Context: an optimization exercise on an open-source flow, tuned for small area. The choices shown serve that exercise and are no tape-out recipe. RTL that was checked went through simulation tests only; none was proved equivalent to the original. Only the layout flow was run in runs 2 and 3; the RTL was not checked for function there.

[flow/run.sh]
#!/bin/bash
# Layout flow: the standard flow, with two changes to synthesis only:
#  - ABC maps the logic with flow/abc_area.script (area oriented) instead of
#    ORFS's abc_area.script;
#  - adders are left to ABC (ADDER_MAP_FILE empty) instead of being mapped to
#    half/full adder cells first.
# Registers are mapped exactly as in the standard synthesis.
set -uo pipefail
WORK=$(pwd)
{
  echo 'proc abc {args} {'
  echo '  set i [lsearch -exact $args -script]'
  echo "  set args [lreplace \$args \$i [expr {\$i + 1}] -script $WORK/flow/abc_area.script]"
  echo '  yosys abc {*}$args'
  echo '}'
  cat "$WORK/synth_recipe.tcl"
} > "$WORK/my_synth.tcl"
bash standard.sh SYNTH_SCRIPT="$WORK/my_synth.tcl" ADDER_MAP_FILE= synth > "$WORK/synth.log" 2>&1 || exit 1
bash standard.sh SYNTH_SCRIPT="$WORK/my_synth.tcl" ADDER_MAP_FILE= finish > "$WORK/layout.log" 2>&1 || exit 1
[flow/abc_area.script]
strash
&get -n
&deepsyn -I 3 -T 40 -t
&put
dch -f
amap
topo
[standard.sh]
#!/bin/bash
# synth_recipe.tcl (not shown) runs the flow's synth.tcl, then flattens the netlist and writes it again
# the make line also repeats each setting of config.mk as NAME=value (left out here)
make -C /OpenROAD-flow-scripts/flow DESIGN_CONFIG=/design/flow/config.mk WORK_HOME=/design/flow/orfs CLKGATE_MAP_FILE= SYNTH_SCRIPT=/design/flow/synth_recipe.tcl "${@:-finish}"
[config.mk]
export PLATFORM = sky130hd
export DESIGN_NAME = lcdControllerDemonstration
export DESIGN_NICKNAME = lcdControllerDemonstration
export VERILOG_FILES = /design/flow/design.v
export SDC_FILE = /design/flow/constraint.sdc
export NUM_CORES = 4
export LEC_CHECK = 0
export ABC_AREA = 1
export CAP_MARGIN = 20
export CORE_MARGIN = 2
export CORE_UTILIZATION = 35
export PLACE_DENSITY = 0.6
export SLEW_MARGIN = 20
[constraint.sdc]
create_clock -name core_clock -period 20.0 [get_ports {clk}]
set_input_delay 4.0000 -clock core_clock [delete_from_list [all_inputs] [get_ports {clk}]]
set_output_delay 4.0000 -clock core_clock [all_outputs]
set_load 0.01 [all_outputs]
[design.v]
module lcdControllerDemonstration
(
    input clk,
    input backLight,
    input lcdOnIn,
    input[15:0] in,
    output backLightOut,
    output[7:0] lcdBus,
    output lcdOnOut,
    output lcdReadWriteSel,
    output lcdRsSelect,
    output lcdEnableOut,
    output errorLed1,
    output errorLed2
);
    localparam KADDR = 2'd1, KDATA = 2'd3, KSHIFT = 2'd2, KINIT = 2'd0;
    localparam IPOWER = 5'd22;
    function [3:0] add3(input [3:0] x);
        reg g, c0, c1, c2;
        begin
            g = x[3] | (x[2] & (x[1] | x[0]));
            add3[0] = x[0] ^ g;
            c0 = x[0] & g;
            add3[1] = x[1] ^ g ^ c0;
            c1 = (x[1] & g) | (x[1] & c0) | (g & c0);
            add3[2] = x[2] ^ c1;
            c2 = x[2] & c1;
            add3[3] = x[3] ^ c2;
        end
    endfunction
    function [3:0] digitOf(input [15:0] v, input [2:0] s);
        integer i;
        reg[35:0] n;
        begin
            n = 36'd0;
            n[15:0] = v;
            for(i = 0; i < 16; i = i + 1)
            begin
                n[19:16] = add3(n[19:16]);
                n[23:20] = add3(n[23:20]);
                n[27:24] = add3(n[27:24]);
                n[31:28] = add3(n[31:28]);
                n[35:32] = add3(n[35:32]);
                n = n << 1;
            end
            case(s)
                3'd0: digitOf = n[35:32];
                3'd1: digitOf = n[31:28];
                3'd2: digitOf = n[27:24];
                3'd3: digitOf = n[23:20];
                default: digitOf = n[19:16];
            endcase
        end
    endfunction
    reg[19:0] cnt;   
    reg[1:0]  kind;
    reg[4:0]  idx;
    wire init = (kind == KINIT);
    wire[2:0] a = idx[2:0];
    wire[3:0] bl = cnt[19:16];
    reg[19:0] last;
    always @*
    begin
        last = 20'h009E0;
        if(init)
            case(idx)
                5'd22: last = 20'hF4262;
                5'd23, 5'd28, 5'd29, 5'd31: last = 20'h3D0AC;
                5'd24, 5'd25, 5'd26: last = 20'h01D68;
                default: last = 20'h009E0;
            endcase
    end
    wire endStep = ((cnt & last) == last);
    wire early = (cnt[11:5] == 7'd0) & (~init | (cnt[19:12] == 8'd0)) &
                 ~(cnt[4] & cnt[3] & (cnt[2] | (cnt[1] & cnt[0])));
    wire[2:0] fine = cnt[3:1] + a;
    wire atS1 = cnt[11] & cnt[8] & cnt[7] & cnt[6] & ~cnt[4] & ~cnt[0] & (fine == 3'd6);
    wire atS2 = early & ~cnt[4] & cnt[0] & (fine == 3'd5);
    wire atS3 = early & ~cnt[4] & ~cnt[0] & (fine == 3'd7);
    wire ldDg = (kind == KADDR && atS1) || (kind == KDATA && atS2);
    wire ldBl = (kind == KADDR && endStep) || (kind == KDATA && atS3);
    wire[19:0] inc = cnt + 1'b1;
    always @(posedge clk, negedge lcdOnIn)
    begin
        if(lcdOnIn == 1'b0)
        begin
            cnt <= 20'd32;  
            kind <= KINIT;
            idx <= IPOWER;
        end
        else
        begin
            if(init)
                cnt <= endStep ? 20'd0 : inc;
            else
            begin
                cnt[11:0] <= endStep ? 12'd0 : inc[11:0];
                if(ldDg)
                    cnt[15:12] <= digitOf(in, a);
                if(ldBl)
                    cnt[19:16] <= cnt[15:12];
            end
            if(endStep)
            begin
                if(init || kind == KSHIFT)
                    idx <= idx + 1'b1;
                case(kind)
                    KADDR: kind <= KDATA;
                    KDATA: kind <= KSHIFT;
                    KSHIFT: kind <= KADDR;
                    default: kind <= (idx == 5'd31) ? KADDR : KINIT;
                endcase
            end
        end
    end
    wire low5 = ~idx[4] & ~idx[3] & ~(idx[2] & (idx[1] | idx[0]));
    reg[7:0] bus;
    always @*
    begin
        case(kind)
            KINIT:
                case(idx)
                    5'd23, 5'd24, 5'd25, 5'd26: bus = 8'h38;
                    5'd27: bus = 8'h08;
                    5'd28, 5'd31: bus = 8'h01;
                    5'd29: bus = 8'h06;
                    5'd30: bus = 8'h0C;
                    default: bus = 8'h80;
                endcase
            KADDR: bus = {1'b1, idx[4], 2'b00, idx[3:0]};
            KDATA: bus = low5 ? {4'h3, bl} : 8'h80;
            KSHIFT: bus = (idx == 5'd31) ? 8'h02 : 8'h14;
            default: bus = 8'h80;
        endcase
    end
    assign lcdBus = bus;
    assign lcdEnableOut = early;
    assign lcdRsSelect = (kind == KDATA) || (kind == KSHIFT && !endStep) ||
                         (kind == KADDR && endStep);
    assign lcdReadWriteSel = 1'b0;
    assign errorLed1 = 1'b0;
    assign errorLed2 = 1'b0;
    assign lcdOnOut = lcdOnIn;
    assign backLightOut = backLight;
endmodule
==> flow_metrics.tcl, run 1 <==
set metrics [dict create \
    final_cells 661 \
    routed_wl_um 7739 \
    finalNetCount 573 \
    finalWeightedCongestion 0.9008 \
    die_width_um 97.51 \
    hp-class "register to register" \
    place_hpwl_um 6381 \
    max_freq_mhz 70.11 \
    synthMuxAreaShare_pct 0 \
    start_util_pct 35.61 \
    synth_compound_area_share_pct 34.83 \
    yosys_warnings 1 \
    drc 0 \
    synth_area_leaders "nor2_1 (20%), dfrtp_1 (19%), a21oi_1 (10%)" \
    tightest_slew_ns 0.7640 \
    diodes 0 \
    synth_top_family_by_area "compound AO/OA/AOI/OAI gates" \
    synth.yosys.seq_area_share_pct 22.24 \
    maxCapViolCount 0 \
    critPathTopFamily "simple AND/OR/NAND/NOR gates" \
    cts-htree-levels 1 \
    synth_top_area_share_pct 20.11 \
    setup_viol 0 \
    dr.first_iter.drc_count 224 \
    dieHeight_um 97.51 \
    relSlewSlack_pct 48.40 \
    via_count 3590 \
    numCtsBuffers 3 \
    portBuffers 28 \
    cts_tree "done" \
    wl_per_cell_um 11.71 \
    cp_data_required_time_ns 20.16 \
    placementRows 34 \
    cts_num_sinks 27 \
    grt_max_degree 29 \
    worst_setup_path_start_kind "input port" \
    placedCellCount 657 \
    core_sq_um 8593 \
    die-area_sq_um 9508 \
    clk_latency_ns 0.28 \
    rsz0062_at_grt "no" \
    clock-root-buffer "clkbuf_8" \
    post_cts_resized 0 \
    crit_start "in[13]" \
    avgViaCountPerCell 5.431 \
    synthAdderAreaFrac_pct 0 \
    clk_pin_slew_ns 0.11 \
    synthXorXnorAreaFrac_pct 0 \
    ioPinCount 34 \
    timing_worst_setup_path_type "input port to register" \
    status "complete, no violations" \
    tns_ns 0 \
    grt_pass1_wl_um 13620 \
    slew_violations 0 \
    critPathBufInv 13 \
    finalHoldViolations 0 \
    dr.pass1.iters 5 \
    reg2reg_from "kind[1]" \
    yosysUniqueCellTypes 41 \
    syn_to_final_growth_pct 14.60 \
    path_max_fanout 7 \
    cts_setup_buffers 0 \
    layout_commonest_cell "nor2_1" \
    critPathArrivalTime_ns 14.42 \
    path_common_cell "nor2_1" \
    yosysTopAreaCell "nor2_1" \
    yosys.area_share.simple_pct 31.77 \
    synth_flop_cell "dfrtp_1" \
    period_needed_ns 14.26 \
    synth_seq_cells 27 \
    antenna_left 0 \
    layout_common_cells "nor2_1 (164), clkinv_1 (79), a21oi_1 (62)" \
    cpPeakStageDelay_ns 0.50 \
    async_flop_share_pct 100.0 \
    finalCritPeriodShare_pct 71.32 \
    grt_util_all_layers_pct 16.33 \
    skew_ns 0.008214 \
    syn_area_per_cell_sq_um 5.852 \
    synth_cells 523 \
    grt_pass1_vias 3130 \
    hp-start "cnt[0]" \
    worstSetupEndpointType "register" \
    synth_edf_count 0 \
    syn_area_sq_um 3060 \
    ctsHoldBuffers 0 \
    overflow 0 \
    antenna_found_initial 0 \
    cts_buffer_depth 2 \
    cp_slowest_cell "clkdlybuf4s50_1" \
    layout-drive-gt1-share_pct 1.808 \
    fillers 925 \
]
through the flow:
stage                     util, %  hold WS, ns  instance area [sq um]  worst slack, ns
after floorplan                 -       0.4113                   3068            7.632
after global placement      40.23       0.4253                   3457            5.934
after detailed placement    40.23       0.4292                   3457            5.449
after CTS                   40.81       0.4445                   3507            5.718
after global routing        40.81       0.4654                   3507            4.101
final                       40.81       0.4418                   3507            5.736
logic make-up (layout without fill, tap and decap cells):
group,count (synthesis),count (layout)
DFF,27,27
AOI/OAI and AO/OA,174,174
buffers and inverters,85,113
other,1,3
and+or+nand+nor,236,236
metal layers:
metal,GRT usage (%),share of wire (%),vias to the layer above
met5,0,0,-
met4,1.496,0.44,0
met3,1.871,4.8,5
met2,26.26,43,75
met1,24.44,52,1618
li1,-,-,1892
cell usage after synthesis (2+ instances only):
cell type and number:
o21ai_0 34, o22ai_1 5, a21oi_1 62, and3_1 3, dfrtp_1 23, a31oi_1 20, o32ai_1 2, a21boi_0 2
or4_1 4, nor3_1 11, dfstp_2 4, a211oi_1 8, o31ai_1 4, o221ai_1 7, o21a_1 9, clkinv_1 79
a32oi_1 2, nor2b_1 8, a22oi_1 4, nand3_1 6, buf_4 5, nand2_1 31, or2_0 5, nor2_1 164
o41ai_1 2, o22a_1 2, o32a_1 2, a21o_1 2
path summary, 6_finish.rpt:
check,slack [ns],to,depth (start not counted)
setup / recovery,5.74,cnt[14],67
hold / removal,0.44,cnt[0],1
setup reg to reg,15.18,cnt[18],21
hold reg to reg,0.44,cnt[0],1
max in group asynchronous,15.61,idx[2],2
min in group asynchronous,4.08,cnt[1],2
worst reg2reg max path, stage by stage, from the launching register on:
cell and delay (ns):
dfrtp_1 0.46, nor2_1 0.56, clkinv_1 0.34, nor2_1 0.24, o21ai_0 0.22, nor3_1 0.43, nor2_1 0.14, a31oi_1 0.17
a211oi_1 0.06, o311ai_0 0.11, buf_4 0.21, clkinv_1 0.35, nor2_1 0.26, clkinv_1 0.21, a21oi_1 0.21, nor2_1 0.09
o21a_1 0.13, o21a_1 0.13, o21ai_0 0.12, clkinv_1 0.12, o21ai_0 0.09, o21a_1 0.14
cell type report:
type | instances | area, sq um | area share [%]
multi-input cells | 413 | 2049 | 58.44
flip-flops and latches | 27 | 680.7 | 19.41
inverters | 79 | 296.5 | 8.455
repair buffers | 30 | 295.3 | 8.420
well taps | 108 | 135.1 | 3.853
clock buffers | 3 | 41.29 | 1.177
clock inverters | 1 | 8.758 | 0.2497
sequential cells by signal, summed over array words and instances (netlist names):
name,cells
cnt,20
kind,2
idx,5
==> run 2, diff against run 1 <==
--- a/design.v
+++ b/design.v
@@ -14,5 +14,5 @@
     output errorLed2
 );
-    localparam KADDR = 2'd1, KDATA = 2'd3, KSHIFT = 2'd2, KINIT = 2'd0;
+    localparam KADDR = 2'd0, KDATA = 2'd1, KSHIFT = 2'd2, KINIT = 2'd3;
     localparam IPOWER = 5'd22;
     function [3:0] add3(input [3:0] x);
@@ -53,10 +53,11 @@
         end
     endfunction
-    reg[19:0] cnt;   
+    reg[19:0] cnt;
     reg[1:0]  kind;
     reg[4:0]  idx;
+    reg[3:0]  dg;    
+    reg[3:0]  bl;    
     wire init = (kind == KINIT);
     wire[2:0] a = idx[2:0];
-    wire[3:0] bl = cnt[19:16];
     reg[19:0] last;
     always @*
@@ -65,5 +66,5 @@
         if(init)
             case(idx)
-                5'd22: last = 20'hF4262;
+                5'd22: last = 20'hF4242;
                 5'd23, 5'd28, 5'd29, 5'd31: last = 20'h3D0AC;
                 5'd24, 5'd25, 5'd26: last = 20'h01D68;
@@ -72,45 +73,42 @@
     end
     wire endStep = ((cnt & last) == last);
-    wire early = (cnt[11:5] == 7'd0) & (~init | (cnt[19:12] == 8'd0)) &
-                 ~(cnt[4] & cnt[3] & (cnt[2] | (cnt[1] & cnt[0])));
-    wire[2:0] fine = cnt[3:1] + a;
-    wire atS1 = cnt[11] & cnt[8] & cnt[7] & cnt[6] & ~cnt[4] & ~cnt[0] & (fine == 3'd6);
-    wire atS2 = early & ~cnt[4] & cnt[0] & (fine == 3'd5);
-    wire atS3 = early & ~cnt[4] & ~cnt[0] & (fine == 3'd7);
-    wire ldDg = (kind == KADDR && atS1) || (kind == KDATA && atS2);
-    wire ldBl = (kind == KADDR && endStep) || (kind == KDATA && atS3);
-    wire[19:0] inc = cnt + 1'b1;
     always @(posedge clk, negedge lcdOnIn)
     begin
         if(lcdOnIn == 1'b0)
         begin
-            cnt <= 20'd32;  
+            cnt <= 20'd0;
             kind <= KINIT;
             idx <= IPOWER;
         end
+        else if(endStep)
+        begin
+            cnt <= 20'd0;
+            if(init || kind == KSHIFT)
+                idx <= idx + 1'b1;
+            if(kind == KSHIFT || (init && idx == 5'd31))
+                kind <= KADDR;
+            else if(!init)
+                kind <= kind + 1'b1;
+        end
         else
-        begin
-            if(init)
-                cnt <= endStep ? 20'd0 : inc;
-            else
-            begin
-                cnt[11:0] <= endStep ? 12'd0 : inc[11:0];
-                if(ldDg)
-                    cnt[15:12] <= digitOf(in, a);
-                if(ldBl)
-                    cnt[19:16] <= cnt[15:12];
-            end
-            if(endStep)
-            begin
-                if(init || kind == KSHIFT)
-                    idx <= idx + 1'b1;
-                case(kind)
-                    KADDR: kind <= KDATA;
-                    KDATA: kind <= KSHIFT;
-                    KSHIFT: kind <= KADDR;
-                    default: kind <= (idx == 5'd31) ? KADDR : KINIT;
-                endcase
-            end
-        end
+            cnt <= cnt + 1'b1;
+    end
+    reg[11:0] s1pos, s2pos, s3pos;
+    always @*
+        case(a)
+            3'd0: begin s1pos = 12'd2508; s2pos = 12'd11; s3pos = 12'd14; end
+            3'd1: begin s1pos = 12'd2510; s2pos = 12'd9;  s3pos = 12'd12; end
+            3'd2: begin s1pos = 12'd2512; s2pos = 12'd7;  s3pos = 12'd10; end
+            3'd3: begin s1pos = 12'd2514; s2pos = 12'd5;  s3pos = 12'd8;  end
+            default: begin s1pos = 12'd2516; s2pos = 12'd3; s3pos = 12'd6; end
+        endcase
+    always @(posedge clk)
+    begin
+        if((kind == KADDR && cnt[11:0] == s1pos) ||
+           (kind == KDATA && cnt[11:0] == s2pos))
+            dg <= digitOf(in, a);
+        if((kind == KADDR && endStep) ||
+           (kind == KDATA && cnt[11:0] == s3pos))
+            bl <= dg;
     end
     wire low5 = ~idx[4] & ~idx[3] & ~(idx[2] & (idx[1] | idx[0]));
@@ -130,10 +128,10 @@
             KADDR: bus = {1'b1, idx[4], 2'b00, idx[3:0]};
             KDATA: bus = low5 ? {4'h3, bl} : 8'h80;
-            KSHIFT: bus = (idx == 5'd31) ? 8'h02 : 8'h14;
-            default: bus = 8'h80;
+            default: bus = (idx == 5'd31) ? 8'h02 : 8'h14;
         endcase
     end
+    wire early = (cnt[19:5] == 15'd0) & ~(cnt[4] & cnt[3] & (cnt[2] | (cnt[1] & cnt[0])));
     assign lcdBus = bus;
-    assign lcdEnableOut = early;
+    assign lcdEnableOut = early & ~(init && idx == IPOWER);
     assign lcdRsSelect = (kind == KDATA) || (kind == KSHIFT && !endStep) ||
                          (kind == KADDR && endStep);
==> flow/abc_area.script (replaced) <==
strash
balance
rewrite
refactor
balance
rewrite
rewrite -z
balance
refactor -z
rewrite -z
balance
dch -f
amap
topo
==> run 2 against run 1 <==
Still clean. Via count is 4.2% higher. Non-clock buffer count stayed put. Die area is 12% higher. First-iteration DRC count is 32% lower. Largest cell class unchanged. Highest routed layer unchanged.
==> flow_metrics.tcl, run 2 <==
set metrics [dict create \
    status "complete, no violations" \
    slew_violations 0 \
    start_util_pct 35.62 \
    tightest_slew_ns 0.9487 \
    cp_data_required_time_ns 20.13 \
    synth_seq_cells 35 \
    clk_pin_slew_ns 0.07 \
    diodes 0 \
    numCtsBuffers 5 \
    cts_buffer_depth 2 \
    dr.pass1.iters 5 \
    placementRows 36 \
    layout_common_cells "nor2_1 (168), clkinv_1 (91), a21oi_1 (64)" \
    max_freq_mhz 67.82 \
    portBuffers 28 \
    routed_wl_um 8450 \
    hold_slack_ns 0.4206 \
    finalNetCount 617 \
    dr.first_iter.drc_count 152 \
    finalWeightedCongestion 0.9024 \
    yosysUniqueCellTypes 39 \
    synth_edf_count 8 \
    drc 0 \
    yosysTopAreaCell "nor2_1" \
    relSlewSlack_pct 36.17 \
    cts_tree "done" \
    cts_num_sinks 35 \
    cts_setup_buffers 0 \
    clk_latency_ns 0.28 \
    hold_path_depth 0 \
    ioPinCount 34 \
    largest_register_ffs 20 \
    grt_max_degree 29 \
    synth_most_common_cell "nor2_1" \
    finalCritPeriodShare_pct 73.72 \
    placedCellCount 724 \
    syn_to_final_growth_pct 15.12 \
    synth_flop_cell "dfrtp_1" \
    antenna_left 0 \
    crit_start "in[13]" \
    period_needed_ns 14.74 \
    cpPeakStageDelay_ns 0.46 \
    avgViaCountPerCell 5.108 \
    hp-start "dg[2]" \
    path_max_fanout 5 \
    critPathArrivalTime_ns 14.88 \
    maxCapViolCount 0 \
    rr_worst_depth 19 \
    reg2reg_from "idx[1]" \
    syn_area_sq_um 3433 \
    layout_commonest_cell "nor2_1" \
    timing_worst_setup_path_type "input port to register" \
    synth.yosys.seq_area_share_pct 26.86 \
    die_width_um 103.0 \
    place_hpwl_um 6861 \
    die-area_sq_um 10620 \
    cp_slowest_cell "clkdlybuf4s50_1" \
    post_cts_resized 0 \
    dieHeight_um 103.0 \
    via_count 3739 \
    async_flop_share_pct 77.14 \
    synth_cells 564 \
    syn_area_per_cell_sq_um 6.087 \
    grt_pass1_vias 3393 \
    regMostFlops "cnt" \
    ctsHoldBuffers 0 \
    final_cells 732 \
    finalHoldViolations 0 \
    hp-class "register to register" \
    worst_setup_path_start_kind "input port" \
    synth_common_cells "nor2_1 (168), clkinv_1 (91), a21oi_1 (64), nand2_1 (41), o21ai_0 (34)" \
    synth_top_area_share_pct 18.37 \
    biggestRegsByFlops "cnt: 20 flops, idx: 5 flops" \
    antenna_found_initial 0 \
    tns_ns 0 \
    overflow 0 \
    wl_per_cell_um 11.54 \
    grt_pass1_wl_um 14270 \
    cts-htree-levels 2 \
    grt_util_all_layers_pct 16.31 \
    worstSetupEndpointType "register" \
    yosys_warnings 1 \
    setup_viol 0 \
    synth_area_leaders "nor2_1 (18%), dfrtp_1 (16%), clkinv_1 (9.9%)" \
    layout-drive-gt1-share_pct 2.337 \
    rsz0062_at_grt "no" \
    skew_ns 0.006743 \
    core_sq_um 9639 \
    path_common_cell "nor2_1" \
    clock-root-buffer "clkbuf_8" \
    final_util_pct 41.00 \
]
-- run 2: cell count changes after synthesis, moves of 5 or more --
cell,change
nor3_1,+9
nor4_1,+5
edfxtp_1,+8
nand2_1,+10
clkinv_1,+12
o21a_1,+5
a31oi_1,-14
-- run 2: layout make-up --
cell class,instances,area (sq um)
multi-input combinational,435,2146
clock buffer,7,76.32
clock inverter,1,5.005
fill,1052,5687
timing repair buffer,30,295.3
inverter,91,341.6
sequential,35,922.1
tap,133,166.4
-- run 2: path summary, 6_finish.rpt --
check / end / slack [ns]
setup / recovery: dg[2] / 5.26
hold / removal: bl[2] / 0.42
setup reg to reg: idx[4] / 15.90
hold reg to reg: bl[2] / 0.42
max in group asynchronous: kind[1] / 15.61
min in group asynchronous: cnt[15] / 4.09
-- run 2: worst max-delay path, delay by kind of cell --
| kind | cells | cell delay (ns) |
|---|---|---|
| AO/OA/AOI/OAI | 19 | 3.86 |
| buffers and inverters | 6 | 1.09 |
| AND/OR/NAND/NOR | 36 | 5.73 |
| XOR/XNOR | 1 | 0.23 |
-- run 2: cells by family (layout without fill, tap and decap cells) --
| logic type | Yosys count | after routing | share of synthesized area (%) |
|---|---|---|---|
| and+or+nand+nor | 271 | 271 | 33.49 |
| DFF | 35 | 35 | 26.86 |
| other | 1 | 3 | 0.1092 |
| buffers and inverters | 96 | 129 | 11.04 |
| xor gates and xnor gates | 1 | 1 | 0.2551 |
| AOI/OAI and AO/OA | 160 | 160 | 28.24 |
-- run 2: metrics by stage --
stage          setup slack (ns)  instance area, sq um
4_1_cts                   5.137                  3953
5_1_grt                   3.424                  3953
3_3_place_gp              5.348                  3871
2_1_floorplan             7.061                  3441
3_5_place_dp              4.877                  3871
6_report                  5.256                  3953
-- run 2: layer usage --
| layer | up-vias | wire [um] | track usage (%) |
|---|---|---|---|
| met5 | - | 0 | 0 |
| met1 | 1654 | 4295 | 22.66 |
| met2 | 70 | 3695 | 26.67 |
| li1 | 1999 | - | - |
| met4 | 0 | 138 | 3.846 |
| met3 | 16 | 321 | 2.576 |
==> run 3, diff against run 2 <==
--- a/config.mk
+++ b/config.mk
@@ -9,5 +9,5 @@
 export CAP_MARGIN = 20
 export CORE_MARGIN = 2
-export CORE_UTILIZATION = 35
-export PLACE_DENSITY = 0.6
+export CORE_UTILIZATION = 65
+export PLACE_DENSITY = 0.85
 export SLEW_MARGIN = 20
==> run 3 against run 2 <==
Still clean on timing, DRC and antenna. Synthesized cell count is the same. Clock skew shrank 0.0020 ns. Non-clock buffer count is the same. Area after synthesis is the same. Via count grew 2.9%. Flip-flop and latch count is the same. Setup slack lost 0.30 ns. Critical endpoint unchanged. Global-route usage grew 12 points. Cell area shrank 1.7%. First-iteration DRC count grew 31%.
==> flow_metrics.tcl, run 3 <==
set metrics [dict create \
    status "complete, no violations" \
    clk_latency_ns 0.28 \
    regMostFlops "cnt" \
    cts_num_sinks 35 \
    synth_flop_cell "dfrtp_1" \
    hold_slack_ns 0.4201 \
    slew_violations 0 \
    relSlewSlack_pct 43.46 \
    tns_ns 0 \
    syn_area_per_cell_sq_um 6.087 \
    hold_path_depth 0 \
    synth_most_common_cell "nor2_1" \
    syn_to_final_growth_pct 13.12 \
    synth_area_leaders "nor2_1 (18%), dfrtp_1 (16%), clkinv_1 (9.9%)" \
    synth_edf_count 8 \
    grt_util_all_layers_pct 27.97 \
    setup_viol 0 \
    finalCritPeriodShare_pct 75.23 \
    cpPeakStageDelay_ns 0.48 \
    finalNetCount 617 \
    ctsHoldBuffers 0 \
    cp_slowest_cell "clkdlybuf4s50_1" \
    yosys.area_share.simple_pct 33.49 \
    cts_tree "done" \
    via_count 3846 \
    layout_common_cells "nor2_1 (168), clkinv_1 (91), a21oi_1 (64)" \
    setup_ws_ns 4.954 \
    drc 0 \
    synth_seq_cells 35 \
    synthMuxAreaShare_pct 0 \
    synthAdderAreaFrac_pct 0 \
    placementRows 26 \
    worstSetupEndpointType "register" \
    synth.yosys.seq_area_share_pct 26.86 \
    max_freq_mhz 66.46 \
    hp-start "dg[3]" \
    synth_compound_area_share_pct 28.24 \
    finalWeightedCongestion 0.9616 \
    biggestRegsByFlops "cnt: 20 flops, idx: 5 flops" \
    portBuffers 28 \
    antenna_left 0 \
    yosys_warnings 1 \
    path_max_fanout 5 \
    maxCapViolCount 0 \
    layout_commonest_cell "nor2_1" \
    placedCellCount 661 \
    rrSetupSlack_ns 15.64 \
    postLayoutCellArea_sq_um 3884 \
    skew_ns 0.004750 \
    async_flop_share_pct 77.14 \
    cp_data_required_time_ns 20.12 \
    dieHeight_um 76.68 \
    fillers 431 \
    hp-class "register to register" \
    yosysTopAreaCell "nor2_1" \
    synthXorXnorAreaFrac_pct 0.2551 \
    synth_cells 564 \
    start_util_pct 67.22 \
    placed_cell_area_sq_um 3792 \
    grt_max_degree 29 \
    synth_top_area_share_pct 18.37 \
    die_width_um 76.68 \
    rsz0062_at_grt "no" \
    period_needed_ns 15.05 \
    reg2reg_from "idx[2]" \
    final_cells 669 \
    die-area_sq_um 5879 \
    synth_top_family_by_area "simple AND/OR/NAND/NOR gates" \
    synth_common_cells "nor2_1 (168), clkinv_1 (91), a21oi_1 (64), nand2_1 (41), o21ai_0 (34)" \
    dr.pass1.iters 5 \
    wl_per_cell_um 11.93 \
    antenna_found_initial 0 \
    holdPathEnd "bl[3]" \
    core_sq_um 5107 \
    place_ws_ns 4.838 \
    critPathArrivalTime_ns 15.17 \
    rr_worst_depth 17 \
    place_hpwl_um 6484 \
    avgViaCountPerCell 5.749 \
    dr.first_iter.drc_count 199 \
    syn_area_sq_um 3433 \
    timing_worst_setup_path_type "input port to register" \
    cts_setup_buffers 0 \
    clock-root-buffer "clkbuf_8" \
    cts_buffer_depth 2 \
    largest_register_ffs 20 \
    finalHoldViolations 0 \
    routed_wl_um 7983 \
    yosysUniqueCellTypes 39 \
    overflow 0 \
    post_cts_resized 0 \
    worst_setup_path_start_kind "input port" \
    tightest_slew_ns 0.8404 \
    r2r-end "idx[4]" \
    layout-drive-gt1-share_pct 2.504 \
    numCtsBuffers 5 \
    grt_pass1_wl_um 13850 \
    diodes 0 \
    cts-htree-levels 2 \
    ioPinCount 34 \
    path_common_cell "nor2_1" \
    clk_pin_slew_ns 0.06 \
    grt_pass1_vias 3379 \
]
-- run 3: cell counts after synthesis --
No cell type changed its count.
-- run 3: worst max-delay path by stage --
stage	from	slack [ns]	depth (start not counted)	end
floorplan	in[14]	7.06	62	dg[2]
global placement	in[13]	5.45	63	dg[2]
detailed placement	in[13]	4.84	63	dg[2]
CTS	in[13]	5.10	63	dg[2]
global route	in[13]	2.99	63	dg[2]
finish	in[13]	4.95	63	dg[2]
-- run 3: cell families (layout without fill, tap and decap cells) --
logic type	count (synthesis)	in the layout
compound gates	160	160
flops	35	35
xor+xnor	1	1
buf+inv	96	129
other cells	1	3
simple gates	271	271
-- run 3: critical path: cells and delay by family --
| kind | cells | cell delay (ns) |
|---|---|---|
| buffers and inverters | 7 | 1.13 |
| XOR/XNOR | 1 | 0.21 |
| AO/OA/AOI/OAI | 19 | 4.08 |
| AND/OR/NAND/NOR | 36 | 5.78 |
-- run 3: area by class of cell --
class | count | area [sq um] | area share (%)
well taps | 70 | 87.58 | 2.255
multi-input cells | 435 | 2146 | 55.25
flip-flops and latches | 35 | 922.1 | 23.74
inverters | 91 | 341.6 | 8.795
repair buffers | 30 | 295.3 | 7.603
clock inverters | 1 | 5.005 | 0.1289
clock buffers | 7 | 86.33 | 2.223
-- run 3: per-layer routing --
| layer | GRT usage [%] | up-vias | routed length [um] |
|---|---|---|---|
| met1 | 39.68 | 1685 | 3872 |
| met3 | 4.118 | 26 | 508 |
| met2 | 44.12 | 125 | 3415 |
| met4 | 8.909 | 0 | 187 |
| li1 | - | 2010 | - |
| met5 | 0 | - | 0 |
-- run 3: through the flow --
stage,utilization (%)
finish,76.04
global route,76.04
CTS,76.04
detailed placement,74.25
global placement,74.25
floorplan,-

-- afterwards: timing with drivers on the ports --
The results above use ideal ports. As a check the final layouts listed here were re-extracted and re-timed, cells and wires unchanged.
Step 1, drivers: a clkbuf_16 drives clk and a buf_2 each remaining input, both assumed.
Step 2 moves the port delays by t, midway between the first and last clock arrival at a register: inputs arrive t later, outputs are due t later. That takes back most of the time a late clock gives input paths.
a / b / c = ideal ports / drivers / drivers and shift; a / b = the first two.
| run | t (ns) | slack for setup (ns) | worst setup path at the end | worst data-port slew with drivers (ns) |
|---|---|---|---|---|
| run 1 | 0.306 | 5.736 / 5.741 / 5.435 | input to register | 0.06 |
| run 2 | 0.309 | 5.256 / 5.255 / 4.945 | input to register | 0.06 |
| run 3 | 0.306 | 4.954 / 4.955 / 4.649 | input to register | 0.06 |
After both steps every run listed still meets setup and hold. The setup slack of run 2, which loses most, moves by -0.001 ns with the drivers and by -0.311 ns with both steps.
